Context: an optimization exercise on an open-source flow, tuned for small area, a short achievable clock period and few clock cycles per item. The choices shown serve that exercise and are no tape-out recipe. The RTL was checked by simulation tests, not by an equivalence proof against the original design.

<file path="flow/config.mk">
export PLATFORM = sky130hd
export DESIGN_NAME = systolic_array_integration
export DESIGN_NICKNAME = systolic_array_integration
export VERILOG_FILES = /design/flow/design.v
export SDC_FILE = /design/flow/constraint.sdc
export NUM_CORES = 4
export LEC_CHECK = 0
export CAP_MARGIN = 70
export CORE_MARGIN = 2
export CORE_UTILIZATION = 40
export SLEW_MARGIN = 70
export SYNTH_HIERARCHICAL = 1
</file>
<file path="flow/constraint.sdc">
create_clock -name core_clock -period 12.0 [get_ports {clk}]
set_input_delay 2.4000 -clock core_clock [delete_from_list [all_inputs] [get_ports {clk}]]
set_output_delay 2.4000 -clock core_clock [all_outputs]
set_load 0.01 [all_outputs]
</file>
<file path="flow/design.v">
module PE (
    input  wire        clk,
    input  wire        reset,
    input  wire [31:0] a,       
    input  wire [15:0] one,     
    input  wire [15:0] two,     
    input  wire [15:0] neg,     
    output reg  [31:0] result
);
  reg  [31:0] acc0;
  reg  [30:0] acc1;
  reg  [30:0] acc2;
  reg  [9:0] acc_x;
  wire [30:0] ar0 = acc0[30:0];
  wire [30:0] ar1 = acc1;
  wire [30:0] ar2 = acc2;
  wire as31 = acc0[31];
  wire [31:0] pp0 = (({32{one[0]}} & a[31:0]) | ({32{two[0]}} & {a[30:0], 1'b0})) ^ {32{neg[0]}};
  wire [29:0] pp1 = (({30{one[1]}} & a[29:0]) | ({30{two[1]}} & {a[28:0], 1'b0})) ^ {30{neg[1]}};
  wire [27:0] pp2 = (({28{one[2]}} & a[27:0]) | ({28{two[2]}} & {a[26:0], 1'b0})) ^ {28{neg[2]}};
  wire [25:0] pp3 = (({26{one[3]}} & a[25:0]) | ({26{two[3]}} & {a[24:0], 1'b0})) ^ {26{neg[3]}};
  wire [23:0] pp4 = (({24{one[4]}} & a[23:0]) | ({24{two[4]}} & {a[22:0], 1'b0})) ^ {24{neg[4]}};
  wire [21:0] pp5 = (({22{one[5]}} & a[21:0]) | ({22{two[5]}} & {a[20:0], 1'b0})) ^ {22{neg[5]}};
  wire [19:0] pp6 = (({20{one[6]}} & a[19:0]) | ({20{two[6]}} & {a[18:0], 1'b0})) ^ {20{neg[6]}};
  wire [17:0] pp7 = (({18{one[7]}} & a[17:0]) | ({18{two[7]}} & {a[16:0], 1'b0})) ^ {18{neg[7]}};
  wire [15:0] pp8 = (({16{one[8]}} & a[15:0]) | ({16{two[8]}} & {a[14:0], 1'b0})) ^ {16{neg[8]}};
  wire [13:0] pp9 = (({14{one[9]}} & a[13:0]) | ({14{two[9]}} & {a[12:0], 1'b0})) ^ {14{neg[9]}};
  wire [11:0] pp10 = (({12{one[10]}} & a[11:0]) | ({12{two[10]}} & {a[10:0], 1'b0})) ^ {12{neg[10]}};
  wire [9:0] pp11 = (({10{one[11]}} & a[9:0]) | ({10{two[11]}} & {a[8:0], 1'b0})) ^ {10{neg[11]}};
  wire [7:0] pp12 = (({8{one[12]}} & a[7:0]) | ({8{two[12]}} & {a[6:0], 1'b0})) ^ {8{neg[12]}};
  wire [5:0] pp13 = (({6{one[13]}} & a[5:0]) | ({6{two[13]}} & {a[4:0], 1'b0})) ^ {6{neg[13]}};
  wire [3:0] pp14 = (({4{one[14]}} & a[3:0]) | ({4{two[14]}} & {a[2:0], 1'b0})) ^ {4{neg[14]}};
  wire t30 = one[15] & a[0];
  wire t31 = (one[15] & (a[1] ^ (neg[15] & a[0]))) | (two[15] & a[0]);
  wire s1, k2;
  assign {k2, s1} = pp0[18] + pp1[16];
  wire s3, k4;
  assign {k4, s3} = pp0[19] + pp1[17];
  wire s5, k6;
  assign s5 = pp0[20] ^ pp1[18] ^ pp2[16];
  assign k6 = (pp0[20] ^ pp1[18]) ? pp2[16] : pp0[20];
  wire s7, k8;
  assign {k8, s7} = pp3[14] + pp4[12];
  wire s9, k10;
  assign s9 = pp0[21] ^ pp1[19] ^ pp2[17];
  assign k10 = (pp0[21] ^ pp1[19]) ? pp2[17] : pp0[21];
  wire s11, k12;
  assign {k12, s11} = pp3[15] + pp4[13];
  wire s13, k14;
  assign s13 = pp0[22] ^ pp1[20] ^ pp2[18];
  assign k14 = (pp0[22] ^ pp1[20]) ? pp2[18] : pp0[22];
  wire s15, k16;
  assign s15 = pp3[16] ^ pp4[14] ^ pp5[12];
  assign k16 = (pp3[16] ^ pp4[14]) ? pp5[12] : pp3[16];
  wire s17, k18;
  assign {k18, s17} = pp6[10] + pp7[8];
  wire s19, k20;
  assign s19 = pp0[23] ^ pp1[21] ^ pp2[19];
  assign k20 = (pp0[23] ^ pp1[21]) ? pp2[19] : pp0[23];
  wire s21, k22;
  assign s21 = pp3[17] ^ pp4[15] ^ pp5[13];
  assign k22 = (pp3[17] ^ pp4[15]) ? pp5[13] : pp3[17];
  wire s23, k24;
  assign {k24, s23} = pp6[11] + pp7[9];
  wire s25, k26;
  assign s25 = pp0[24] ^ pp1[22] ^ pp2[20];
  assign k26 = (pp0[24] ^ pp1[22]) ? pp2[20] : pp0[24];
  wire s27, k28;
  assign s27 = pp3[18] ^ pp4[16] ^ pp5[14];
  assign k28 = (pp3[18] ^ pp4[16]) ? pp5[14] : pp3[18];
  wire s29, k30;
  assign s29 = pp6[12] ^ pp7[10] ^ pp8[8];
  assign k30 = (pp6[12] ^ pp7[10]) ? pp8[8] : pp6[12];
  wire s31, k32;
  assign {k32, s31} = pp9[6] + pp10[4];
  wire s33, k34;
  assign s33 = pp0[25] ^ pp1[23] ^ pp2[21];
  assign k34 = (pp0[25] ^ pp1[23]) ? pp2[21] : pp0[25];
  wire s35, k36;
  assign s35 = pp3[19] ^ pp4[17] ^ pp5[15];
  assign k36 = (pp3[19] ^ pp4[17]) ? pp5[15] : pp3[19];
  wire s37, k38;
  assign s37 = pp6[13] ^ pp7[11] ^ pp8[9];
  assign k38 = (pp6[13] ^ pp7[11]) ? pp8[9] : pp6[13];
  wire s39, k40;
  assign {k40, s39} = pp9[7] + pp10[5];
  wire s41, k42;
  assign s41 = pp0[26] ^ pp1[24] ^ pp2[22];
  assign k42 = (pp0[26] ^ pp1[24]) ? pp2[22] : pp0[26];
  wire s43, k44;
  assign s43 = pp3[20] ^ pp4[18] ^ pp5[16];
  assign k44 = (pp3[20] ^ pp4[18]) ? pp5[16] : pp3[20];
  wire s45, k46;
  assign s45 = pp6[14] ^ pp7[12] ^ pp8[10];
  assign k46 = (pp6[14] ^ pp7[12]) ? pp8[10] : pp6[14];
  wire s47, k48;
  assign s47 = pp9[8] ^ pp10[6] ^ pp11[4];
  assign k48 = (pp9[8] ^ pp10[6]) ? pp11[4] : pp9[8];
  wire s49, k50;
  assign {k50, s49} = pp12[2] + pp13[0];
  wire s51, k52;
  assign s51 = pp0[27] ^ pp1[25] ^ pp2[23];
  assign k52 = (pp0[27] ^ pp1[25]) ? pp2[23] : pp0[27];
  wire s53, k54;
  assign s53 = pp3[21] ^ pp4[19] ^ pp5[17];
  assign k54 = (pp3[21] ^ pp4[19]) ? pp5[17] : pp3[21];
  wire s55, k56;
  assign s55 = pp6[15] ^ pp7[13] ^ pp8[11];
  assign k56 = (pp6[15] ^ pp7[13]) ? pp8[11] : pp6[15];
  wire s57, k58;
  assign s57 = pp9[9] ^ pp10[7] ^ pp11[5];
  assign k58 = (pp9[9] ^ pp10[7]) ? pp11[5] : pp9[9];
  wire s59, k60;
  assign {k60, s59} = pp12[3] + pp13[1];
  wire s61, k62;
  assign s61 = pp0[28] ^ pp1[26] ^ pp2[24];
  assign k62 = (pp0[28] ^ pp1[26]) ? pp2[24] : pp0[28];
  wire s63, k64;
  assign s63 = pp3[22] ^ pp4[20] ^ pp5[18];
  assign k64 = (pp3[22] ^ pp4[20]) ? pp5[18] : pp3[22];
  wire s65, k66;
  assign s65 = pp6[16] ^ pp7[14] ^ pp8[12];
  assign k66 = (pp6[16] ^ pp7[14]) ? pp8[12] : pp6[16];
  wire s67, k68;
  assign s67 = pp9[10] ^ pp10[8] ^ pp11[6];
  assign k68 = (pp9[10] ^ pp10[8]) ? pp11[6] : pp9[10];
  wire s69, k70;
  assign s69 = pp12[4] ^ pp13[2] ^ pp14[0];
  assign k70 = (pp12[4] ^ pp13[2]) ? pp14[0] : pp12[4];
  wire s71, k72;
  assign {k72, s71} = neg[14] + ar0[28];
  wire s73, k74;
  assign s73 = pp0[29] ^ pp1[27] ^ pp2[25];
  assign k74 = (pp0[29] ^ pp1[27]) ? pp2[25] : pp0[29];
  wire s75, k76;
  assign s75 = pp3[23] ^ pp4[21] ^ pp5[19];
  assign k76 = (pp3[23] ^ pp4[21]) ? pp5[19] : pp3[23];
  wire s77, k78;
  assign s77 = pp6[17] ^ pp7[15] ^ pp8[13];
  assign k78 = (pp6[17] ^ pp7[15]) ? pp8[13] : pp6[17];
  wire s79, k80;
  assign s79 = pp9[11] ^ pp10[9] ^ pp11[7];
  assign k80 = (pp9[11] ^ pp10[9]) ? pp11[7] : pp9[11];
  wire s81, k82;
  assign s81 = pp12[5] ^ pp13[3] ^ pp14[1];
  assign k82 = (pp12[5] ^ pp13[3]) ? pp14[1] : pp12[5];
  wire s83, k84;
  assign {k84, s83} = ar0[29] + ar1[29];
  wire s85, k86;
  assign s85 = pp0[30] ^ pp1[28] ^ pp2[26];
  assign k86 = (pp0[30] ^ pp1[28]) ? pp2[26] : pp0[30];
  wire s87, k88;
  assign s87 = pp3[24] ^ pp4[22] ^ pp5[20];
  assign k88 = (pp3[24] ^ pp4[22]) ? pp5[20] : pp3[24];
  wire s89, k90;
  assign s89 = pp6[18] ^ pp7[16] ^ pp8[14];
  assign k90 = (pp6[18] ^ pp7[16]) ? pp8[14] : pp6[18];
  wire s91, k92;
  assign s91 = pp9[12] ^ pp10[10] ^ pp11[8];
  assign k92 = (pp9[12] ^ pp10[10]) ? pp11[8] : pp9[12];
  wire s93, k94;
  assign s93 = pp12[6] ^ pp13[4] ^ pp14[2];
  assign k94 = (pp12[6] ^ pp13[4]) ? pp14[2] : pp12[6];
  wire s95, k96;
  assign s95 = t30 ^ ar0[30] ^ ar1[30];
  assign k96 = (t30 ^ ar0[30]) ? ar1[30] : t30;
  wire s97, k98;
  assign {k98, s97} = pp0[10] + pp1[8];
  wire s99, k100;
  assign {k100, s99} = pp0[11] + pp1[9];
  wire s101, k102;
  assign {k102, s101} = pp0[12] + pp1[10] + pp2[8];
  wire s103, k104;
  assign {k104, s103} = pp3[6] + pp4[4];
  wire s105, k106;
  assign {k106, s105} = pp0[13] + pp1[11] + pp2[9];
  wire s107, k108;
  assign {k108, s107} = pp3[7] + pp4[5];
  wire s109, k110;
  assign {k110, s109} = pp0[14] + pp1[12] + pp2[10];
  wire s111, k112;
  assign {k112, s111} = pp3[8] + pp4[6] + pp5[4];
  wire s113, k114;
  assign {k114, s113} = pp6[2] + pp7[0];
  wire s115, k116;
  assign {k116, s115} = pp0[15] + pp1[13] + pp2[11];
  wire s117, k118;
  assign {k118, s117} = pp3[9] + pp4[7] + pp5[5];
  wire s119, k120;
  assign {k120, s119} = pp6[3] + pp7[1];
  wire s121, k122;
  assign {k122, s121} = pp0[16] + pp1[14] + pp2[12];
  wire s123, k124;
  assign {k124, s123} = pp3[10] + pp4[8] + pp5[6];
  wire s125, k126;
  assign {k126, s125} = pp6[4] + pp7[2] + pp8[0];
  wire s127, k128;
  assign {k128, s127} = neg[8] + ar0[16];
  wire s129, k130;
  assign {k130, s129} = pp0[17] + pp1[15] + pp2[13];
  wire s131, k132;
  assign {k132, s131} = pp3[11] + pp4[9] + pp5[7];
  wire s133, k134;
  assign {k134, s133} = pp6[5] + pp7[3] + pp8[1];
  wire s135, k136;
  assign {k136, s135} = ar0[17] + ar1[17];
  wire s137, k138;
  assign {k138, s137} = s1 + pp2[14] + pp3[12];
  wire s139, k140;
  assign {k140, s139} = pp4[10] + pp5[8] + pp6[6];
  wire s141, k142;
  assign {k142, s141} = pp7[4] + pp8[2] + pp9[0];
  wire s143, k144;
  assign {k144, s143} = neg[9] + ar0[18] + ar1[18];
  wire s145, k146;
  assign {k146, s145} = s3 + pp2[15] + pp3[13];
  wire s147, k148;
  assign {k148, s147} = pp4[11] + pp5[9] + pp6[7];
  wire s149, k150;
  assign {k150, s149} = pp7[5] + pp8[3] + pp9[1];
  wire s151, k152;
  assign {k152, s151} = ar0[19] + ar1[19] + ar2[19];
  wire s153, k154;
  assign {k154, s153} = s5 + s7 + pp5[10];
  wire s155, k156;
  assign {k156, s155} = pp6[8] + pp7[6] + pp8[4];
  wire s157, k158;
  assign {k158, s157} = pp9[2] + pp10[0] + neg[10];
  wire s159, k160;
  assign {k160, s159} = ar0[20] + ar1[20] + ar2[20];
  wire s161, k162;
  assign {k162, s161} = s9 + s11 + pp5[11];
  wire s163, k164;
  assign {k164, s163} = pp6[9] + pp7[7] + pp8[5];
  wire s165, k166;
  assign {k166, s165} = pp9[3] + pp10[1] + ar0[21];
  wire s167, k168;
  assign {k168, s167} = ar1[21] + ar2[21] + k6;
  wire s169, k170;
  assign {k170, s169} = s13 + s15 + s17;
  wire s171, k172;
  assign {k172, s171} = pp8[6] + pp9[4] + pp10[2];
  wire s173, k174;
  assign {k174, s173} = pp11[0] + neg[11] + ar0[22];
  wire s175, k176;
  assign {k176, s175} = ar1[22] + ar2[22] + k10;
  wire s177, k178;
  assign {k178, s177} = s19 + s21 + s23;
  wire s179, k180;
  assign {k180, s179} = pp8[7] + pp9[5] + pp10[3];
  wire s181, k182;
  assign {k182, s181} = pp11[1] + ar0[23] + ar1[23];
  wire s183, k184;
  assign {k184, s183} = ar2[23] + k14 + k16;
  wire s185, k186;
  assign {k186, s185} = s25 + s27 + s29;
  wire s187, k188;
  assign {k188, s187} = s31 + pp11[2] + pp12[0];
  wire s189, k190;
  assign {k190, s189} = neg[12] + ar0[24] + ar1[24];
  wire s191, k192;
  assign {k192, s191} = ar2[24] + k20 + k22;
  wire s193, k194;
  assign {k194, s193} = s33 + s35 + s37;
  wire s195, k196;
  assign {k196, s195} = s39 + pp11[3] + pp12[1];
  wire s197, k198;
  assign {k198, s197} = ar0[25] + ar1[25] + ar2[25];
  wire s199, k200;
  assign {k200, s199} = k26 + k28 + k30;
  wire s201, k202;
  assign {k202, s201} = s41 + s43 + s45;
  wire s203, k204;
  assign {k204, s203} = s47 + s49 + neg[13];
  wire s205, k206;
  assign {k206, s205} = ar0[26] + ar1[26] + ar2[26];
  wire s207, k208;
  assign {k208, s207} = k34 + k36 + k38;
  wire s209, k210;
  assign {k210, s209} = s51 + s53 + s55;
  wire s211, k212;
  assign {k212, s211} = s57 + s59 + ar0[27];
  wire s213, k214;
  assign {k214, s213} = ar1[27] + ar2[27] + k42;
  wire s215, k216;
  assign {k216, s215} = k44 + k46 + k48;
  wire s217, k218;
  assign {k218, s217} = s61 + s63 + s65;
  wire s219, k220;
  assign {k220, s219} = s67 + s69 + s71;
  wire s221, k222;
  assign {k222, s221} = ar1[28] + ar2[28] + k52;
  wire s223, k224;
  assign {k224, s223} = k54 + k56 + k58;
  wire s225, k226;
  assign {k226, s225} = s73 + s75 + s77;
  wire s227, k228;
  assign {k228, s227} = s79 + s81 + s83;
  wire s229, k230;
  assign {k230, s229} = ar2[29] + k62 + k64;
  wire s231, k232;
  assign {k232, s231} = k66 + k68 + k70;
  wire s233, k234;
  assign {k234, s233} = s85 + s87 + s89;
  wire s235, k236;
  assign {k236, s235} = s91 + s93 + s95;
  wire s237, k238;
  assign {k238, s237} = ar2[30] + k74 + k76;
  wire s239, k240;
  assign {k240, s239} = k78 + k80 + k82;
  wire s241, k242;
  assign {k242, s241} = pp0[4] + pp1[2];
  wire s243, k244;
  assign {k244, s243} = pp0[5] + pp1[3];
  wire s245, k246;
  assign {k246, s245} = pp0[6] + pp1[4] + pp2[2];
  wire s247, k248;
  assign {k248, s247} = pp3[0] + neg[3];
  wire s249, k250;
  assign {k250, s249} = pp0[7] + pp1[5] + pp2[3];
  wire s251, k252;
  assign {k252, s251} = pp3[1] + ar0[7];
  wire s253, k254;
  assign {k254, s253} = pp0[8] + pp1[6] + pp2[4];
  wire s255, k256;
  assign {k256, s255} = pp3[2] + pp4[0] + neg[4];
  wire s257, k258;
  assign {k258, s257} = ar0[8] + ar1[8];
  wire s259, k260;
  assign {k260, s259} = pp0[9] + pp1[7] + pp2[5];
  wire s261, k262;
  assign {k262, s261} = pp3[3] + pp4[1] + ar0[9];
  wire s263, k264;
  assign {k264, s263} = ar1[9] + ar2[9];
  wire s265, k266;
  assign {k266, s265} = s97 + pp2[6] + pp3[4];
  wire s267, k268;
  assign {k268, s267} = pp4[2] + pp5[0] + neg[5];
  wire s269, k270;
  assign {k270, s269} = ar0[10] + ar1[10] + ar2[10];
  wire s271, k272;
  assign {k272, s271} = s99 + pp2[7] + pp3[5];
  wire s273, k274;
  assign {k274, s273} = pp4[3] + pp5[1] + ar0[11];
  wire s275, k276;
  assign {k276, s275} = ar1[11] + ar2[11] + k98;
  wire s277, k278;
  assign {k278, s277} = s101 + s103 + pp5[2];
  wire s279, k280;
  assign {k280, s279} = pp6[0] + neg[6] + ar0[12];
  wire s281, k282;
  assign {k282, s281} = ar1[12] + ar2[12] + k100;
  wire s283, k284;
  assign {k284, s283} = s105 + s107 + pp5[3];
  wire s285, k286;
  assign {k286, s285} = pp6[1] + ar0[13] + ar1[13];
  wire s287, k288;
  assign {k288, s287} = ar2[13] + k102 + k104;
  wire s289, k290;
  assign {k290, s289} = s109 + s111 + s113;
  wire s291, k292;
  assign {k292, s291} = neg[7] + ar0[14] + ar1[14];
  wire s293, k294;
  assign {k294, s293} = ar2[14] + k106 + k108;
  wire s295, k296;
  assign {k296, s295} = s115 + s117 + s119;
  wire s297, k298;
  assign {k298, s297} = ar0[15] + ar1[15] + ar2[15];
  wire s299, k300;
  assign {k300, s299} = k110 + k112 + k114;
  wire s301, k302;
  assign {k302, s301} = s121 + s123 + s125;
  wire s303, k304;
  assign {k304, s303} = s127 + ar1[16] + ar2[16];
  wire s305, k306;
  assign {k306, s305} = k116 + k118 + k120;
  wire s307, k308;
  assign {k308, s307} = s129 + s131 + s133;
  wire s309, k310;
  assign {k310, s309} = s135 + ar2[17] + k122;
  wire s311, k312;
  assign {k312, s311} = k124 + k126 + k128;
  wire s313, k314;
  assign {k314, s313} = s137 + s139 + s141;
  wire s315, k316;
  assign {k316, s315} = s143 + ar2[18] + k130;
  wire s317, k318;
  assign {k318, s317} = k132 + k134 + k136;
  wire s319, k320;
  assign {k320, s319} = s145 + s147 + s149;
  wire s321, k322;
  assign {k322, s321} = s151 + k2 + k138;
  wire s323, k324;
  assign {k324, s323} = k140 + k142 + k144;
  wire s325, k326;
  assign {k326, s325} = s153 + s155 + s157;
  wire s327, k328;
  assign {k328, s327} = s159 + k4 + k146;
  wire s329, k330;
  assign {k330, s329} = k148 + k150 + k152;
  wire s331, k332;
  assign {k332, s331} = s161 + s163 + s165;
  wire s333, k334;
  assign {k334, s333} = s167 + k8 + k154;
  wire s335, k336;
  assign {k336, s335} = k156 + k158 + k160;
  wire s337, k338;
  assign {k338, s337} = s169 + s171 + s173;
  wire s339, k340;
  assign {k340, s339} = s175 + k12 + k162;
  wire s341, k342;
  assign {k342, s341} = k164 + k166 + k168;
  wire s343, k344;
  assign {k344, s343} = s177 + s179 + s181;
  wire s345, k346;
  assign {k346, s345} = s183 + k18 + k170;
  wire s347, k348;
  assign {k348, s347} = k172 + k174 + k176;
  wire s349, k350;
  assign {k350, s349} = s185 + s187 + s189;
  wire s351, k352;
  assign {k352, s351} = s191 + k24 + k178;
  wire s353, k354;
  assign {k354, s353} = k180 + k182 + k184;
  wire s355, k356;
  assign {k356, s355} = s193 + s195 + s197;
  wire s357, k358;
  assign {k358, s357} = s199 + k32 + k186;
  wire s359, k360;
  assign {k360, s359} = k188 + k190 + k192;
  wire s361, k362;
  assign {k362, s361} = s201 + s203 + s205;
  wire s363, k364;
  assign {k364, s363} = s207 + k40 + k194;
  wire s365, k366;
  assign {k366, s365} = k196 + k198 + k200;
  wire s367, k368;
  assign {k368, s367} = s209 + s211 + s213;
  wire s369, k370;
  assign {k370, s369} = s215 + k50 + k202;
  wire s371, k372;
  assign {k372, s371} = k204 + k206 + k208;
  wire s373, k374;
  assign {k374, s373} = s217 + s219 + s221;
  wire s375, k376;
  assign {k376, s375} = s223 + k60 + k210;
  wire s377, k378;
  assign {k378, s377} = k212 + k214 + k216;
  wire s379, k380;
  assign {k380, s379} = s225 + s227 + s229;
  wire s381, k382;
  assign {k382, s381} = s231 + k72 + k218;
  wire s383, k384;
  assign {k384, s383} = k220 + k222 + k224;
  wire s385, k386;
  assign {k386, s385} = s233 + s235 + s237;
  wire s387, k388;
  assign {k388, s387} = s239 + k84 + k226;
  wire s389, k390;
  assign {k390, s389} = k228 + k230 + k232;
  wire s391, k392;
  assign {k392, s391} = pp0[0] + neg[0];
  wire s393, k394;
  assign {k394, s393} = pp0[1] + ar0[1];
  wire s395, k396;
  assign {k396, s395} = pp0[2] + pp1[0] + neg[1];
  wire s397, k398;
  assign {k398, s397} = ar0[2] + ar1[2];
  wire s399, k400;
  assign {k400, s399} = pp0[3] + pp1[1] + ar0[3];
  wire s401, k402;
  assign {k402, s401} = ar1[3] + ar2[3];
  wire s403, k404;
  assign {k404, s403} = s241 + pp2[0] + neg[2];
  wire s405, k406;
  assign {k406, s405} = ar0[4] + ar1[4] + ar2[4];
  wire s407, k408;
  assign {k408, s407} = s243 + pp2[1] + ar0[5];
  wire s409, k410;
  assign {k410, s409} = ar1[5] + ar2[5] + k242;
  wire s411, k412;
  assign {k412, s411} = s245 + s247 + ar0[6];
  wire s413, k414;
  assign {k414, s413} = ar1[6] + ar2[6] + k244;
  wire s415, k416;
  assign {k416, s415} = s249 + s251 + ar1[7];
  wire s417, k418;
  assign {k418, s417} = ar2[7] + k246 + k248;
  wire s419, k420;
  assign {k420, s419} = s253 + s255 + s257;
  wire s421, k422;
  assign {k422, s421} = ar2[8] + k250 + k252;
  wire s423, k424;
  assign {k424, s423} = s259 + s261 + s263;
  wire s425, k426;
  assign {k426, s425} = k254 + k256 + k258;
  wire s427, k428;
  assign {k428, s427} = s265 + s267 + s269;
  wire s429, k430;
  assign {k430, s429} = k260 + k262 + k264;
  wire s431, k432;
  assign {k432, s431} = s271 + s273 + s275;
  wire s433, k434;
  assign {k434, s433} = k266 + k268 + k270;
  wire s435, k436;
  assign {k436, s435} = s277 + s279 + s281;
  wire s437, k438;
  assign {k438, s437} = k272 + k274 + k276;
  wire s439, k440;
  assign {k440, s439} = s283 + s285 + s287;
  wire s441, k442;
  assign {k442, s441} = k278 + k280 + k282;
  wire s443, k444;
  assign {k444, s443} = s289 + s291 + s293;
  wire s445, k446;
  assign {k446, s445} = k284 + k286 + k288;
  wire s447, k448;
  assign {k448, s447} = s295 + s297 + s299;
  wire s449, k450;
  assign {k450, s449} = k290 + k292 + k294;
  wire s451, k452;
  assign {k452, s451} = s301 + s303 + s305;
  wire s453, k454;
  assign {k454, s453} = k296 + k298 + k300;
  wire s455, k456;
  assign {k456, s455} = s307 + s309 + s311;
  wire s457, k458;
  assign {k458, s457} = k302 + k304 + k306;
  wire s459, k460;
  assign {k460, s459} = s313 + s315 + s317;
  wire s461, k462;
  assign {k462, s461} = k308 + k310 + k312;
  wire s463, k464;
  assign {k464, s463} = s319 + s321 + s323;
  wire s465, k466;
  assign {k466, s465} = k314 + k316 + k318;
  wire s467, k468;
  assign {k468, s467} = s325 + s327 + s329;
  wire s469, k470;
  assign {k470, s469} = k320 + k322 + k324;
  wire s471, k472;
  assign {k472, s471} = s331 + s333 + s335;
  wire s473, k474;
  assign {k474, s473} = k326 + k328 + k330;
  wire s475, k476;
  assign {k476, s475} = s337 + s339 + s341;
  wire s477, k478;
  assign {k478, s477} = k332 + k334 + k336;
  wire s479, k480;
  assign {k480, s479} = s343 + s345 + s347;
  wire s481, k482;
  assign {k482, s481} = k338 + k340 + k342;
  wire s483, k484;
  assign {k484, s483} = s349 + s351 + s353;
  wire s485, k486;
  assign {k486, s485} = k344 + k346 + k348;
  wire s487, k488;
  assign {k488, s487} = s355 + s357 + s359;
  wire s489, k490;
  assign {k490, s489} = k350 + k352 + k354;
  wire s491, k492;
  assign {k492, s491} = s361 + s363 + s365;
  wire s493, k494;
  assign {k494, s493} = k356 + k358 + k360;
  wire s495, k496;
  assign {k496, s495} = s367 + s369 + s371;
  wire s497, k498;
  assign {k498, s497} = k362 + k364 + k366;
  wire s499, k500;
  assign {k500, s499} = s373 + s375 + s377;
  wire s501, k502;
  assign {k502, s501} = k368 + k370 + k372;
  wire s503, k504;
  assign {k504, s503} = s379 + s381 + s383;
  wire s505, k506;
  assign {k506, s505} = k374 + k376 + k378;
  wire s507, k508;
  assign {k508, s507} = s385 + s387 + s389;
  wire s509, k510;
  assign {k510, s509} = k380 + k382 + k384;
  wire s511, k512;
  assign {k512, s511} = s391 + ar0[0];
  wire s513, k514;
  assign s513 = s393 ^ ar1[1] ^ ar2[1];
  assign k514 = (s393 ^ ar1[1]) ? ar2[1] : s393;
  wire s515, k516;
  assign s515 = s395 ^ s397 ^ ar2[2];
  assign k516 = (s395 ^ s397) ? ar2[2] : s395;
  wire s517, k518;
  assign s517 = s399 ^ s401 ^ k396;
  assign k518 = (s399 ^ s401) ? k396 : s399;
  wire s519, k520;
  assign s519 = s403 ^ s405 ^ k400;
  assign k520 = (s403 ^ s405) ? k400 : s403;
  wire s521, k522;
  assign s521 = s407 ^ s409 ^ k404;
  assign k522 = (s407 ^ s409) ? k404 : s407;
  wire s523, k524;
  assign s523 = s411 ^ s413 ^ k408;
  assign k524 = (s411 ^ s413) ? k408 : s411;
  wire s525, k526;
  assign s525 = s415 ^ s417 ^ k412;
  assign k526 = (s415 ^ s417) ? k412 : s415;
  wire s527, k528;
  assign s527 = s419 ^ s421 ^ k416;
  assign k528 = (s419 ^ s421) ? k416 : s419;
  wire s529, k530;
  assign s529 = s423 ^ s425 ^ k420;
  assign k530 = (s423 ^ s425) ? k420 : s423;
  wire s531, k532;
  assign s531 = s427 ^ s429 ^ k424;
  assign k532 = (s427 ^ s429) ? k424 : s427;
  wire s533, k534;
  assign s533 = s431 ^ s433 ^ k428;
  assign k534 = (s431 ^ s433) ? k428 : s431;
  wire s535, k536;
  assign s535 = s435 ^ s437 ^ k432;
  assign k536 = (s435 ^ s437) ? k432 : s435;
  wire s537, k538;
  assign s537 = s439 ^ s441 ^ k436;
  assign k538 = (s439 ^ s441) ? k436 : s439;
  wire s539, k540;
  assign s539 = s443 ^ s445 ^ k440;
  assign k540 = (s443 ^ s445) ? k440 : s443;
  wire s541, k542;
  assign s541 = s447 ^ s449 ^ k444;
  assign k542 = (s447 ^ s449) ? k444 : s447;
  wire s543, k544;
  assign s543 = s451 ^ s453 ^ k448;
  assign k544 = (s451 ^ s453) ? k448 : s451;
  wire s545, k546;
  assign s545 = s455 ^ s457 ^ k452;
  assign k546 = (s455 ^ s457) ? k452 : s455;
  wire s547, k548;
  assign s547 = s459 ^ s461 ^ k456;
  assign k548 = (s459 ^ s461) ? k456 : s459;
  wire s549, k550;
  assign s549 = s463 ^ s465 ^ k460;
  assign k550 = (s463 ^ s465) ? k460 : s463;
  wire s551, k552;
  assign s551 = s467 ^ s469 ^ k464;
  assign k552 = (s467 ^ s469) ? k464 : s467;
  wire s553, k554;
  assign s553 = s471 ^ s473 ^ k468;
  assign k554 = (s471 ^ s473) ? k468 : s471;
  wire s555, k556;
  assign s555 = s475 ^ s477 ^ k472;
  assign k556 = (s475 ^ s477) ? k472 : s475;
  wire s557, k558;
  assign s557 = s479 ^ s481 ^ k476;
  assign k558 = (s479 ^ s481) ? k476 : s479;
  wire s559, k560;
  assign s559 = s483 ^ s485 ^ k480;
  assign k560 = (s483 ^ s485) ? k480 : s483;
  wire s561, k562;
  assign s561 = s487 ^ s489 ^ k484;
  assign k562 = (s487 ^ s489) ? k484 : s487;
  wire s563, k564;
  assign s563 = s491 ^ s493 ^ k488;
  assign k564 = (s491 ^ s493) ? k488 : s491;
  wire s565, k566;
  assign s565 = s495 ^ s497 ^ k492;
  assign k566 = (s495 ^ s497) ? k492 : s495;
  wire s567, k568;
  assign s567 = s499 ^ s501 ^ k496;
  assign k568 = (s499 ^ s501) ? k496 : s499;
  wire s569, k570;
  assign s569 = s503 ^ s505 ^ k500;
  assign k570 = (s503 ^ s505) ? k500 : s503;
  wire s571, k572;
  assign s571 = s507 ^ s509 ^ k504;
  assign k572 = (s507 ^ s509) ? k504 : s507;
  wire top = pp0[31] ^ pp1[29] ^ pp2[27] ^ pp3[25] ^ pp4[23] ^ pp5[21] ^ pp6[19] ^ pp7[17] ^ pp8[15] ^ pp9[13] ^ pp10[11] ^ pp11[9] ^ pp12[7] ^ pp13[5] ^ pp14[3] ^ t31 ^ as31 ^ k86 ^ k88 ^ k90 ^ k92 ^ k94 ^ k96 ^ acc_x[0] ^ acc_x[1] ^ acc_x[2] ^ acc_x[3] ^ acc_x[4] ^ acc_x[5] ^ acc_x[6] ^ acc_x[7] ^ acc_x[8] ^ acc_x[9];
  wire [31:0] nxt0 = {top, s571, s569, s567, s565, s563, s561, s559, s557, s555, s553, s551, s549, s547, s545, s543, s541, s539, s537, s535, s533, s531, s529, s527, s525, s523, s521, s519, s517, s515, s513, s511};
  wire [30:0] nxt1 = {k506, k502, k498, k494, k490, k486, k482, k478, k474, k470, k466, k462, k458, k454, k450, k446, k442, k438, k434, k430, k426, k422, k418, k414, k410, k406, k402, k398, k394, k392, ar1[0]};
  wire [30:0] nxt2 = {k570, k568, k566, k564, k562, k560, k558, k556, k554, k552, k550, k548, k546, k544, k542, k540, k538, k536, k534, k532, k530, k528, k526, k524, k522, k520, k518, k516, k514, k512, ar2[0]};
  wire [9:0] nxt_x = {k572, k510, k508, k390, k388, k386, k240, k238, k236, k234};
  always @(posedge clk or posedge reset) begin
    if (reset) begin
      acc0  <= 32'd0;
      acc1  <= 31'd0;
      acc2  <= 31'd0;
      acc_x <= 10'd0;
    end else begin
      acc0  <= nxt0;
      acc1  <= nxt1;
      acc2  <= nxt2;
      acc_x <= nxt_x;
    end
  end
  wire [31:0] u0 = acc0;
  wire [31:0] u1 = {^acc_x, acc1};
  wire [31:0] u2 = {1'b0, acc2};
  wire [31:0] ra = u0 ^ u1 ^ u2;
  wire [31:0] rb = {((u0[30:0] & u1[30:0]) | (u0[30:0] & u2[30:0]) | (u1[30:0] & u2[30:0])), 1'b0};
  wire [31:0] rg = ra & rb;
  wire [31:0] rp = ra ^ rb;
  wire cg1 = rg[1] | (rp[1] & rg[0]);
  wire cg2 = rg[3] | (rp[3] & rg[2]);
  wire cp2 = rp[3] & rp[2];
  wire cg3 = rg[5] | (rp[5] & rg[4]);
  wire cp3 = rp[5] & rp[4];
  wire cg4 = rg[7] | (rp[7] & rg[6]);
  wire cp4 = rp[7] & rp[6];
  wire cg5 = rg[9] | (rp[9] & rg[8]);
  wire cp5 = rp[9] & rp[8];
  wire cg6 = rg[11] | (rp[11] & rg[10]);
  wire cp6 = rp[11] & rp[10];
  wire cg7 = rg[13] | (rp[13] & rg[12]);
  wire cp7 = rp[13] & rp[12];
  wire cg8 = rg[15] | (rp[15] & rg[14]);
  wire cp8 = rp[15] & rp[14];
  wire cg9 = rg[17] | (rp[17] & rg[16]);
  wire cp9 = rp[17] & rp[16];
  wire cg10 = rg[19] | (rp[19] & rg[18]);
  wire cp10 = rp[19] & rp[18];
  wire cg11 = rg[21] | (rp[21] & rg[20]);
  wire cp11 = rp[21] & rp[20];
  wire cg12 = rg[23] | (rp[23] & rg[22]);
  wire cp12 = rp[23] & rp[22];
  wire cg13 = rg[25] | (rp[25] & rg[24]);
  wire cp13 = rp[25] & rp[24];
  wire cg14 = rg[27] | (rp[27] & rg[26]);
  wire cp14 = rp[27] & rp[26];
  wire cg15 = rg[29] | (rp[29] & rg[28]);
  wire cp15 = rp[29] & rp[28];
  wire cg16 = rg[31] | (rp[31] & rg[30]);
  wire cg17 = rg[2] | (rp[2] & cg1);
  wire cp17 = rp[2] & rp[1];
  wire cg18 = cg2 | (cp2 & cg1);
  wire cp18 = cp2 & rp[1];
  wire cg19 = rg[6] | (rp[6] & cg3);
  wire cp19 = rp[6] & cp3;
  wire cg20 = cg4 | (cp4 & cg3);
  wire cp20 = cp4 & cp3;
  wire cg21 = rg[10] | (rp[10] & cg5);
  wire cp21 = rp[10] & cp5;
  wire cg22 = cg6 | (cp6 & cg5);
  wire cp22 = cp6 & cp5;
  wire cg23 = rg[14] | (rp[14] & cg7);
  wire cp23 = rp[14] & cp7;
  wire cg24 = cg8 | (cp8 & cg7);
  wire cp24 = cp8 & cp7;
  wire cg25 = rg[18] | (rp[18] & cg9);
  wire cp25 = rp[18] & cp9;
  wire cg26 = cg10 | (cp10 & cg9);
  wire cp26 = cp10 & cp9;
  wire cg27 = rg[22] | (rp[22] & cg11);
  wire cp27 = rp[22] & cp11;
  wire cg28 = cg12 | (cp12 & cg11);
  wire cp28 = cp12 & cp11;
  wire cg29 = rg[26] | (rp[26] & cg13);
  wire cp29 = rp[26] & cp13;
  wire cg30 = cg14 | (cp14 & cg13);
  wire cp30 = cp14 & cp13;
  wire cg31 = rg[30] | (rp[30] & cg15);
  wire cp31 = rp[30] & cp15;
  wire cg32 = cg16 | (rp[31] & cg15);
  wire cg33 = rg[4] | (rp[4] & cg18);
  wire cp33 = rp[4] & cp18;
  wire cg34 = cg3 | (cp3 & cg18);
  wire cp34 = cp3 & cp18;
  wire cg35 = cg19 | (cp19 & cg18);
  wire cp35 = cp19 & cp18;
  wire cg36 = cg20 | (cp20 & cg18);
  wire cp36 = cp20 & cp18;
  wire cg37 = rg[12] | (rp[12] & cg22);
  wire cp37 = rp[12] & cp22;
  wire cg38 = cg7 | (cp7 & cg22);
  wire cp38 = cp7 & cp22;
  wire cg39 = cg23 | (cp23 & cg22);
  wire cp39 = cp23 & cp22;
  wire cg40 = cg24 | (cp24 & cg22);
  wire cp40 = cp24 & cp22;
  wire cg41 = rg[20] | (rp[20] & cg26);
  wire cp41 = rp[20] & cp26;
  wire cg42 = cg11 | (cp11 & cg26);
  wire cp42 = cp11 & cp26;
  wire cg43 = cg27 | (cp27 & cg26);
  wire cp43 = cp27 & cp26;
  wire cg44 = cg28 | (cp28 & cg26);
  wire cp44 = cp28 & cp26;
  wire cg45 = rg[28] | (rp[28] & cg30);
  wire cp45 = rp[28] & cp30;
  wire cg46 = cg15 | (cp15 & cg30);
  wire cp46 = cp15 & cp30;
  wire cg47 = cg31 | (cp31 & cg30);
  wire cp47 = cp31 & cp30;
  wire cg48 = cg32 | (rp[31] & cg30);
  wire cg49 = rg[8] | (rp[8] & cg36);
  wire cp49 = rp[8] & cp36;
  wire cg50 = cg5 | (cp5 & cg36);
  wire cp50 = cp5 & cp36;
  wire cg51 = cg21 | (cp21 & cg36);
  wire cp51 = cp21 & cp36;
  wire cg52 = cg22 | (cp22 & cg36);
  wire cp52 = cp22 & cp36;
  wire cg53 = cg37 | (cp37 & cg36);
  wire cp53 = cp37 & cp36;
  wire cg54 = cg38 | (cp38 & cg36);
  wire cp54 = cp38 & cp36;
  wire cg55 = cg39 | (cp39 & cg36);
  wire cp55 = cp39 & cp36;
  wire cg56 = cg40 | (cp40 & cg36);
  wire cp56 = cp40 & cp36;
  wire cg57 = rg[24] | (rp[24] & cg44);
  wire cp57 = rp[24] & cp44;
  wire cg58 = cg13 | (cp13 & cg44);
  wire cp58 = cp13 & cp44;
  wire cg59 = cg29 | (cp29 & cg44);
  wire cp59 = cp29 & cp44;
  wire cg60 = cg30 | (cp30 & cg44);
  wire cp60 = cp30 & cp44;
  wire cg61 = cg45 | (cp45 & cg44);
  wire cp61 = cp45 & cp44;
  wire cg62 = cg46 | (cp46 & cg44);
  wire cp62 = cp46 & cp44;
  wire cg63 = cg47 | (cp47 & cg44);
  wire cp63 = cp47 & cp44;
  wire cg64 = cg48 | (rp[31] & cg44);
  wire cg65 = rg[16] | (rp[16] & cg56);
  wire cp65 = rp[16] & cp56;
  wire cg66 = cg9 | (cp9 & cg56);
  wire cp66 = cp9 & cp56;
  wire cg67 = cg25 | (cp25 & cg56);
  wire cp67 = cp25 & cp56;
  wire cg68 = cg26 | (cp26 & cg56);
  wire cp68 = cp26 & cp56;
  wire cg69 = cg41 | (cp41 & cg56);
  wire cp69 = cp41 & cp56;
  wire cg70 = cg42 | (cp42 & cg56);
  wire cp70 = cp42 & cp56;
  wire cg71 = cg43 | (cp43 & cg56);
  wire cp71 = cp43 & cp56;
  wire cg72 = cg44 | (cp44 & cg56);
  wire cp72 = cp44 & cp56;
  wire cg73 = cg57 | (cp57 & cg56);
  wire cp73 = cp57 & cp56;
  wire cg74 = cg58 | (cp58 & cg56);
  wire cp74 = cp58 & cp56;
  wire cg75 = cg59 | (cp59 & cg56);
  wire cp75 = cp59 & cp56;
  wire cg76 = cg60 | (cp60 & cg56);
  wire cp76 = cp60 & cp56;
  wire cg77 = cg61 | (cp61 & cg56);
  wire cp77 = cp61 & cp56;
  wire cg78 = cg62 | (cp62 & cg56);
  wire cp78 = cp62 & cp56;
  wire cg79 = cg63 | (cp63 & cg56);
  wire cp79 = cp63 & cp56;
  wire cg80 = cg64 | (rp[31] & cg56);
  wire [31:0] sum = rp ^ {cg79, cg78, cg77, cg76, cg75, cg74, cg73, cg72, cg71, cg70, cg69, cg68, cg67, cg66, cg65, cg56, cg55, cg54, cg53, cg52, cg51, cg50, cg49, cg36, cg35, cg34, cg33, cg18, cg17, cg1, rg[0], 1'b0};
  always @(posedge clk) result <= sum;
endmodule
module skid_buffer (
    input  wire        clk,
    input  wire        en,
    input  wire [31:0] w,
    output reg  [15:0] one,
    output reg  [15:0] two,
    output reg  [15:0] neg
);
    wire [32:0] wx = {w, 1'b0};
    integer i;
    always @(posedge clk) begin
        for (i = 0; i < 16; i = i + 1) begin
            one[i] <= en & (wx[2*i+1] ^ wx[2*i]);
            two[i] <= en & ((wx[2*i+2] & ~wx[2*i+1] & ~wx[2*i]) | (~wx[2*i+2] & wx[2*i+1] & wx[2*i]));
            neg[i] <= wx[2*i+2] & ~(wx[2*i+1] & wx[2*i]);
        end
    end
endmodule
module sync_fifo (
    input  wire        clk,
    input  wire        reset,
    input  wire        s_valid,
    output wire        s_ready,
    input  wire [31:0] s_data,
    input  wire        pop,
    output wire        hv_next,
    output wire        hold,
    output wire [31:0] head_next,
    output wire [31:0] head
);
    reg [1:0]  taken;    
    reg        ready;    
    reg [1:0]  n;        
    reg [31:0] q0, q1, q2;
    assign s_ready = ready;
    wire       push   = s_valid & s_ready;
    wire [1:0] m      = n - {1'b0, pop};    
    wire [1:0] n_next = m + {1'b0, push};
    assign hold      = n[1] | (n[0] & ~pop);    
    assign hv_next   = push | hold;              
    assign head_next = (push && m == 2'd0) ? s_data : (pop ? q1 : q0);
    assign head      = q0;
    always @(posedge clk or posedge reset) begin
        if (reset) begin
            taken <= 2'd0;
            ready <= 1'b1;
            n     <= 2'd0;
        end else begin
            if (push) begin
                taken <= taken + 2'd1;
                ready <= (taken != 2'd2);
            end
            n <= n_next;
        end
    end
    always @(posedge clk) begin
        q0 <= head_next;
        if (push && m == 2'd1)  q1 <= s_data;
        else if (pop)           q1 <= q2;
        if (push && m == 2'd2)  q2 <= s_data;
    end
endmodule
module systolic_array_integration #(
    parameter DATA_WIDTH = 32,
    parameter M = 3
) (
    input  wire clk,
    input  wire reset,
    input  wire start,
    input  wire [M-1:0]              s_valid_w,
    output wire [M-1:0]              s_ready_w,
    input  wire [M*DATA_WIDTH-1:0]   s_data_w,
    input  wire [M-1:0]              s_valid_a,
    output wire [M-1:0]              s_ready_a,
    input  wire [M*DATA_WIDTH-1:0]   s_data_a,
    output wire [M*M*DATA_WIDTH-1:0] result_out,
    output reg done
);
    wire [M-1:0] hvn_w, hvn_a;
    wire [31:0]  hn_w [0:M-1];
    wire [31:0]  hn_w_unused [0:M-1];
    wire [31:0]  hn_a_unused [0:M-1];
    wire [31:0]  ha [0:M-1];
    wire [15:0]  one [0:M-1];    
    wire [15:0]  two [0:M-1];    
    wire [15:0]  neg [0:M-1];
    reg  [1:0] step;       
    reg        fire;       
    reg        started;
    wire       fire_next = (&hvn_w) & (&hvn_a);
    genvar i, j;
    generate
        for (i = 0; i < M; i = i + 1) begin : lane
            sync_fifo wq (
                .clk(clk), .reset(reset),
                .s_valid(s_valid_w[i]), .s_ready(s_ready_w[i]),
                .s_data(s_data_w[i*32 +: 32]),
                .pop(fire), .hv_next(hvn_w[i]), .head_next(hn_w[i]),
                .head(hn_w_unused[i]));
            sync_fifo aq (
                .clk(clk), .reset(reset),
                .s_valid(s_valid_a[i]), .s_ready(s_ready_a[i]),
                .s_data(s_data_a[i*32 +: 32]),
                .pop(fire), .hv_next(hvn_a[i]), .head_next(hn_a_unused[i]),
                .head(ha[i]));
            skid_buffer enc (
                .clk(clk), .en(fire_next), .w(hn_w[i]),
                .one(one[i]), .two(two[i]), .neg(neg[i]));
        end
        for (i = 0; i < M; i = i + 1) begin : row
            for (j = 0; j < M; j = j + 1) begin : col
                PE pe_unit (
                    .clk(clk), .reset(reset),
                    .a(ha[i]),
                    .one(one[j]), .two(two[j]), .neg(neg[j]),
                    .result(result_out[(i*M+j)*32 +: 32]));
            end
        end
    endgenerate
    always @(posedge clk or posedge reset) begin
        if (reset) begin
            step    <= 2'd0;
            fire    <= 1'b0;
            started <= 1'b0;
            done    <= 1'b0;
        end else begin
            fire <= fire_next;
            if (fire) step <= step + 2'd1;
            if (start) started <= 1'b1;
            if ((start | started) && step == 2'd3)
                done <= 1'b1;
        end
    end
endmodule
</file>
<file path="flow/run.sh">
#!/bin/bash
# synth_recipe.tcl (not shown) runs the flow's synth.tcl, then flattens the netlist and writes it again
# the make line also repeats each setting of config.mk as NAME=value (left out here)
make -C /OpenROAD-flow-scripts/flow DESIGN_CONFIG=/design/flow/config.mk WORK_HOME=/design/flow/orfs CLKGATE_MAP_FILE= SYNTH_SCRIPT=/design/flow/synth_recipe.tcl finish
</file>
==> run_results.csv, run 1 <==
group,metric,value,unit
outcome,status,"no timing/DRC/antenna violations",
floorplan,die_h,677.6,um
floorplan,ioPinCount,496,
worst_setup_path,critPathLaunchType,"register",
drt,drc,0,
drt,drt_wl_total,662800,um
cts,tritoncts.num_buffers,241,
worst_setup_path,r2r_slack,7.46,ns
synthesis,synth_flop_cell,"dfrtp_1",
grt,grt_pass1_vias,142691,
worst_setup_path,cp_max_fo,5,
sta,finalHoldViolCount,0,
sta,maxSlewViolCount,0,
synthesis,async_flop_share,48.60,%
synthesis,synth-seq-cells,1961,
drt,wire_per_inst,28.15,um
worst_setup_path,crit_required,9.60,ns
sta,setup_viol,0,
drt,antenna_left,0,
worst_setup_path,cp_slowest_cell,"clkdlybuf4s50_1",
cts,htree_levels,4,
layout,fin_nets,20008,
sta,finalClockSkew,0.06871,ns
synthesis,yosysTopAreaCell,"fa_1",
placed_design,dp.final_hpwl,465300,um
layout,nFillCells,41047,
synthesis,yosysWarnings,10,
synthesis,synth_area_leaders,"fa_1, dfrtp_1, xnor2_1",
synthesis,synth.top_cell.area_share,20.75,%
cts,post_cts_buffers,0,
floorplan,fp.dieArea,459100,um2
cts,cts_tree,"built",
cts,clock-sinks,1961,
cts,root_buffer,"clkbuf_16",
cts,insertion_delay,1.04,ns
grt,grt_pass1_wl,976600,um
synthesis,synth.most_common_cell,"xnor2_1",
floorplan,core_area,452100,um2
sta,rsz0062_at_grt,"false",
placed_design,portBuffers,495,
worst_setup_path,cp-end-kind,"primary output",
synthesis,synth_edf_count,384,
sta,final.setup.tns,0,ns
run,drv_cap,0,
sta,fin_crit,4.646,ns
drt,firstDrtPassIters,8,
synthesis,synth.distinct_cells,67,
worst_hold_path,holdCritPathClass,"register to register",
cts,path_clk_slew,0.06,ns
floorplan,initial_utilization,40.14,%
grt,grt_use_total,28.49,%
floorplan,placementRows,247,
placed_design,finalWeightedCongestion,0.8980,
grt,antenna_found_initial,36,
worst_setup_path,slowest_delay,0.69,ns
worst_setup_path,crit_buf_inv,1,
worst_setup_path,path_cells,"clkdlybuf4s50_1",
worst_setup_path,crit_family,"buffers and inverters",
synthesis,synth_nets,19836,
cts,cts_buffer_depth,4,
drt,vias_per_cell,5.784,
worst_setup_path,arrival,2.25,ns
drt,vias,136188,
worst_setup_path,crit_type,"register to primary output",
synthesis,syn-cell-area,181500,um2
drt,drt_iter0_drc,14532,
grt,grt_start_max_net_pins,65,
floorplan,die_w,677.6,um
synthesis,netlist_instances,17168,
layout,areaGrowthSynthToFinish,16.54,%
sta,period_share,38.71,%
layout,drive_gt1_share,11.23,%
synthesis,ys_seq_area_share,26.38,%
sta,max_slew_margin,65.45,%
grt,grt_overflow,0,
sta,worstMarginPinSlew,0.5183,ns
synthesis,synth_commonest_cells,"xnor2_1, a22oi_1, fa_1",
sta,max_freq,215.3,MHz
cts,postCtsHoldBufs,0,
synthesis,synth_area_per_cell,10.57,um2
cts,cts-resized-gates,0,
sta,holdWs,0.3769,ns
[registers in the layout, summed over array words and instances, names as in the netlist, 6 cells and up]
| name | count |
|---|---|
| lane.aq.q1 | 96 |
| lane.aq.n | 6 |
| lane.enc.one | 48 |
| lane.enc.neg | 48 |
| lane.wq.q0 | 96 |
| row.col.pe_unit.acc2 | 270 |
| row.col.pe_unit.acc1 | 270 |
| lane.wq.q1 | 96 |
| lane.wq.q2 | 96 |
| lane.enc.two | 48 |
| row.col.pe_unit.acc_x | 90 |
| lane.aq.q2 | 96 |
| row.col.pe_unit.result | 288 |
| lane.aq.taken | 6 |
| lane.aq.q0 | 96 |
| lane.wq.n | 6 |
| lane.wq.taken | 6 |
| row.col.pe_unit.acc0 | 288 |
[layer usage]
layer / vias up / global-route usage, % / wire length [um]
met3: 2355 / 6.352 / 65320
li1: 57303 / - / -
met1: 68546 / 35.69 / 250800
met5: - / 0 / 55
met2: 7976 / 44.49 / 296900
met4: 8 / 18.17 / 49710
[cell families after synthesis]
| group | after synthesis | synth area share [%] |
|---|---|---|
| compound gates | 3283 | 13.20 |
| xor+xnor | 4102 | 19.94 |
| fa+ha+maj | 2872 | 27.04 |
| buf+inv | 3148 | 7.158 |
| flops | 1961 | 26.38 |
| mux | 457 | 2.703 |
| simple gates | 1345 | 3.578 |
[through the flow]
stage	utilization, %	area, um2	worst slack, ns	cells
6_report	46.78	211500	7.354	23547
5_1_grt	46.77	211500	7.292	23534
4_1_cts	46.57	210600	7.266	23496
3_5_place_dp	44.69	202100	6.964	23042
3_3_place_gp	42.15	190600	6.515	22641
2_1_floorplan	-	181500	6.925	17168
[worst paths after layout]
path                                                from                              end  cells past startpoint
min in group asynchronous                          reset              lane[0].wq.taken[1]                      2
max                                     lane[1].wq.ready                     s_ready_w[1]                      1
max reg2reg                           lane[2].enc.neg[1]   row[2].col[2].pe_unit.acc2[30]                     13
min                        row[1].col[0].pe_unit.acc0[0]  row[1].col[0].pe_unit.result[0]                      0
max in group asynchronous                          reset   row[2].col[2].pe_unit.acc2[26]                      6
min reg2reg                row[1].col[0].pe_unit.acc0[0]  row[1].col[0].pe_unit.result[0]                      0
[per-module statistics from Yosys (local to each module, per instance)]
module / copies in the design / cells / flops+latches / area (um2)
PE: 9 / 1681 / 134 / 16950
skid_buffer: 3 / 145 / 48 / 1760
sync_fifo: 6 / 265 / 101 / 3907
systolic_array_integration: 1 / 14 / 5 / 191.4
[cell type report]
class / count / area [um2] / share of cell area [%]
clock buffers: 334 / 7057 / 3.336
well taps: 5976 / 7477 / 3.535
flip-flops and latches: 1961 / 48520 / 22.94
clock inverters: 120 / 1445 / 0.6832
multi-input cells: 12059 / 121700 / 57.55
diodes: 20 / 50.05 / 0.02366
inverters: 1870 / 7094 / 3.354
repair buffers: 1207 / 18150 / 8.582
[placed cells by master, fill, tap and decap left out, types with 65 or more instances in the layout]
| cell type | netlist | routed |
|---|---|---|
| xnor2_1 | 2454 | 2412 |
| a22oi_1 | 2223 | 2223 |
| fa_1 | 1881 | 1881 |
| inv_1 | 1861 | 1852 |
| xor2_1 | 1612 | 1597 |
| dfrtp_1 | 947 | 946 |
| ha_1 | 586 | 586 |
| clkdlybuf4s50_1 | 0 | 492 |
| nand2_1 | 475 | 475 |
| nor2_1 | 460 | 458 |
| dfxtp_1 | 624 | 419 |
| edfxtp_1 | 384 | 384 |
| maj3_1 | 378 | 378 |
| a21oi_1 | 426 | 364 |
| clkbuf_16 | 0 | 254 |
| mux2i_1 | 228 | 228 |
| buf_8 | 0 | 226 |
| mux2_2 | 217 | 217 |
| buf_16 | 0 | 199 |
| o21ai_0 | 186 | 173 |
| buf_12 | 0 | 154 |
| dfxtp_4 | 0 | 151 |
| a21o_1 | 73 | 73 |
| nor2b_1 | 72 | 72 |
| buf_6 | 75 | 69 |
| xnor2_2 | 27 | 65 |
Testbench counts, summed over its fixed seeds: cycles 3,360, items 480.
==> run 2, diff against run 1 <==
--- a/flow/design.v
+++ b/flow/design.v
@@ -943,3 +943,3 @@
     reg        started;
-    wire       fire_next = (&hvn_w) & (&hvn_a);
+    wire       fire_next = (&hvn_w) & (&hvn_a) & ~reset;
     genvar i, j;
--- a/flow/config.mk
+++ b/flow/config.mk
@@ -9,3 +9,4 @@
 export CORE_MARGIN = 2
-export CORE_UTILIZATION = 40
+export CORE_UTILIZATION = 60
+export PLACE_DENSITY = 0.75
 export SLEW_MARGIN = 70
==> run_results.csv, run 2 <==
group,metric,value,unit
outcome,status,"no timing/DRC/antenna violations",
sta,rsz0062_at_grt,"false",
sta,worstMarginPinSlew,0.5462,ns
worst_setup_path,cp_max_fo,5,
placed_design,placed_cells,20625,
floorplan,die_h,551.3,um
synthesis,ys_seq_area_share,26.64,%
layout,multi_input_area,120300,um2
floorplan,fp.dieArea,303900,um2
sta,setup_ws,7.479,ns
cts,post_cts_buffers,0,
synthesis,yosysWarnings,10,
drt,drt_iter0_drc,18901,
worst_setup_path,slowest_delay,0.59,ns
worst_setup_path,critPathLaunchType,"register",
cts,root_buffer,"clkbuf_16",
sta,period_share,37.68,%
layout,mostFrequentLayoutCells,"xnor2_1, a22oi_1, fa_1, inv_1, xor2_1",
sta,max_slew_margin,63.59,%
worst_setup_path,crit_family,"flip-flops",
cts,cts-resized-gates,0,
drt,wire_per_inst,28.79,um
synthesis,synth-seq-cells,1961,
worst_setup_path,crit_buf_inv,1,
grt,grt_use_total,39.90,%
layout,fin_util,69.14,%
layout,areaGrowthSynthToFinish,14.47,%
cts,cts_buffer_depth,4,
drt,drc,0,
layout,drive_gt1_share,10.28,%
synthesis,netlist_instances,16889,
synthesis,synth_commonest_cells,"xnor2_1, a22oi_1, fa_1",
cts,htree_levels,4,
synthesis,async_flop_share,48.60,%
sta,final.setup.tns,0,ns
placed_design,pre_cts_ws,6.982,ns
cts,postCtsHoldBufs,0,
synthesis,synth_flop_cell,"dfrtp_1",
floorplan,die_w,551.3,um
layout,layout_commonest_cell,"xnor2_1",
run,drv_cap,0,
synthesis,synth_area_leaders,"fa_1, dfrtp_1, xnor2_1",
grt,grt_overflow,0,
sta,finalClockSkew,0.09085,ns
synthesis,syn-cell-area,179700,um2
grt,grt_pass1_wl,911400,um
synthesis,synth_nets,19557,
cts,cts_tree,"built",
layout,regArea,48450,um2
worst_setup_path,cp_slowest_cell,"dfstp_2",
worst_setup_path,cp-end-kind,"primary output",
cts,path_clk_slew,0.07,ns
worst_setup_path,path_cells,"clkdlybuf4s50_1",
cts,insertion_delay,0.98,ns
worst_setup_path,crit_type,"register to primary output",
synthesis,synth_edf_count,384,
placed_design,finalWeightedCongestion,0.9457,
sta,fin_crit,4.521,ns
synthesis,synth.distinct_cells,59,
cts,tritoncts.num_buffers,228,
drt,drt_wl_total,608700,um
drt,vias_per_cell,6.563,
worst_setup_path,arrival,2.12,ns
grt,antenna_found_initial,51,
sta,finalHoldViolCount,0,
synthesis,synth.most_common_cell,"xnor2_1",
drt,vias,138774,
floorplan,placementRows,200,
synthesis,synth.top_cell.area_share,20.95,%
cts,clock-sinks,1961,
sta,maxSlewViolCount,0,
floorplan,ioPinCount,496,
placed_design,dp.final_hpwl,417400,um
layout,top_regs,"row.col.pe_unit.acc0 x288, row.col.pe_unit.result x288",
floorplan,initial_utilization,60.40,%
sta,max_freq,221.2,MHz
drt,antenna_left,0,
floorplan,core_area,297500,um2
grt,grt_pass1_vias,144937,
grt,grt_start_max_net_pins,65,
worst_hold_path,holdCritPathClass,"register to register",
worst_setup_path,crit_required,9.60,ns
placed_design,portBuffers,495,
synthesis,yosysTopAreaCell,"fa_1",
layout,nFillCells,21136,
layout,layout.cells.non_filler,21144,
sta,setup_viol,0,
drt,firstDrtPassIters,8,
synthesis,synth_area_per_cell,10.64,um2
layout,fin_nets,19638,
[run 2: cell count changes after synthesis, moves of 55 or more]
cell / previous run / this run
xor2_1: 1612 / 1675
clkbuf_1: 495 / 576
nor2_1: 460 / 388
nand2_1: 475 / 420
[run 2: Yosys stat by module, one instance, submodules excluded]
module / flops+latches / cells inside / times used / area [um2]
PE: 134 / 1650 / 9 / 16750
skid_buffer: 48 / 145 / 3 / 1760
sync_fifo: 101 / 265 / 6 / 3907
systolic_array_integration: 5 / 14 / 1 / 195.2
[run 2: area by class of cell]
| cell class | instances | share of cell area, % |
|---|---|---|
| Clock inverter | 146 | 0.8278 |
| Tap cell | 3939 | 2.396 |
| Multi-Input combinational cell | 11834 | 58.47 |
| Antenna cell | 35 | 0.04258 |
| Sequential cell | 1961 | 23.55 |
| Inverter | 1816 | 3.347 |
| Timing Repair Buffer | 1129 | 8.309 |
| Clock buffer | 284 | 3.057 |
[run 2: path summary, 6_finish.rpt]
kind | startpoint | end | slack [ns] | depth (start not counted)
min in group asynchronous | reset | row[1].col[0].pe_unit.acc0[0] | 1.50 | 2
worst min-delay path | row[0].col[2].pe_unit.acc0[0] | row[0].col[2].pe_unit.result[0] | 0.37 | 0
worst max-delay path | lane[0].aq.ready | s_ready_a[0] | 7.48 | 1
worst max register to register | lane[2].aq.q0[1] | row[2].col[0].pe_unit.acc2[30] | 7.57 | 12
max in group asynchronous | reset | row[1].col[2].pe_unit.acc_x[9] | 9.28 | 5
worst min register to register | row[0].col[2].pe_unit.acc0[0] | row[0].col[2].pe_unit.result[0] | 0.37 | 0
[run 2: cell families (layout without fill, tap and decap cells)]
logic type / after synthesis / in the layout / share of synthesized area (%)
xor gates and xnor gates: 4120 / 4120 / 20.12
AOI/OAI and AO/OA: 3121 / 3121 / 12.69
buffers and inverters: 3094 / 3375 / 6.991
adders and majority gates: 2881 / 2881 / 27.34
DFF: 1961 / 1961 / 26.64
and+or+nand+nor: 1264 / 1264 / 3.534
muxes: 448 / 448 / 2.680
other: 0 / 35 / 0
[run 2: per-stage QoR]
| stage | hold slack [ns] | cell area [um2] |
|---|---|---|
| floorplan | 0.3532 | 179700 |
| global route | 0.3927 | 205700 |
| global placement | 0.3607 | 186200 |
| detailed placement | 0.3697 | 196100 |
| CTS | 0.3809 | 204100 |
| finish | 0.3742 | 205700 |
[run 2: layer usage]
metal  vias to the layer above  global-route usage, %  wire length, um
met4                        26                  25.55            49200
li1                      56106                      -                -
met2                     11137                  58.92           258700
met3                      3495                  14.51            87950
met5                         -                 0.5316              341
met1                     68010                  49.47           212500
Testbench counts of run 2, summed over its fixed seeds: cycles 3,360, items 480.

-- separate check: timing with driven ports --
No port has a modelled driver above. Below, the same layouts with a new extraction and two added sets of constraints. Step 1 (the two cells are an assumption about what drives the block):
set clk [get_ports {clk}]
set_driving_cell -lib_cell sky130_fd_sc_hd__clkbuf_16 $clk
set_driving_cell -lib_cell sky130_fd_sc_hd__buf_2 [delete_from_list [all_inputs] $clk]
Step 2 times the ports against the registers' clock, not the clock port: input delays grow and output delays shrink by t, the midpoint of the rising clock arrivals with the driver on. Three values: ideal, step 1, step 2; two values: the first two.
run | shift t [ns] | setup WS [ns] | clock arrival spread, ns | cell pins on the clock port's net
run 1 | 1.103 | 7.354 / 7.235 / 6.913 | 0.106 / 0.106 | 1
run 2 | 1.052 | 7.479 / 7.366 / 6.799 | 0.098 / 0.097 | 1
After both steps setup and hold are still met in every run listed. For run 2, which loses most, drivers alone change the setup slack by -0.113 ns; drivers and shift together by -0.680 ns.
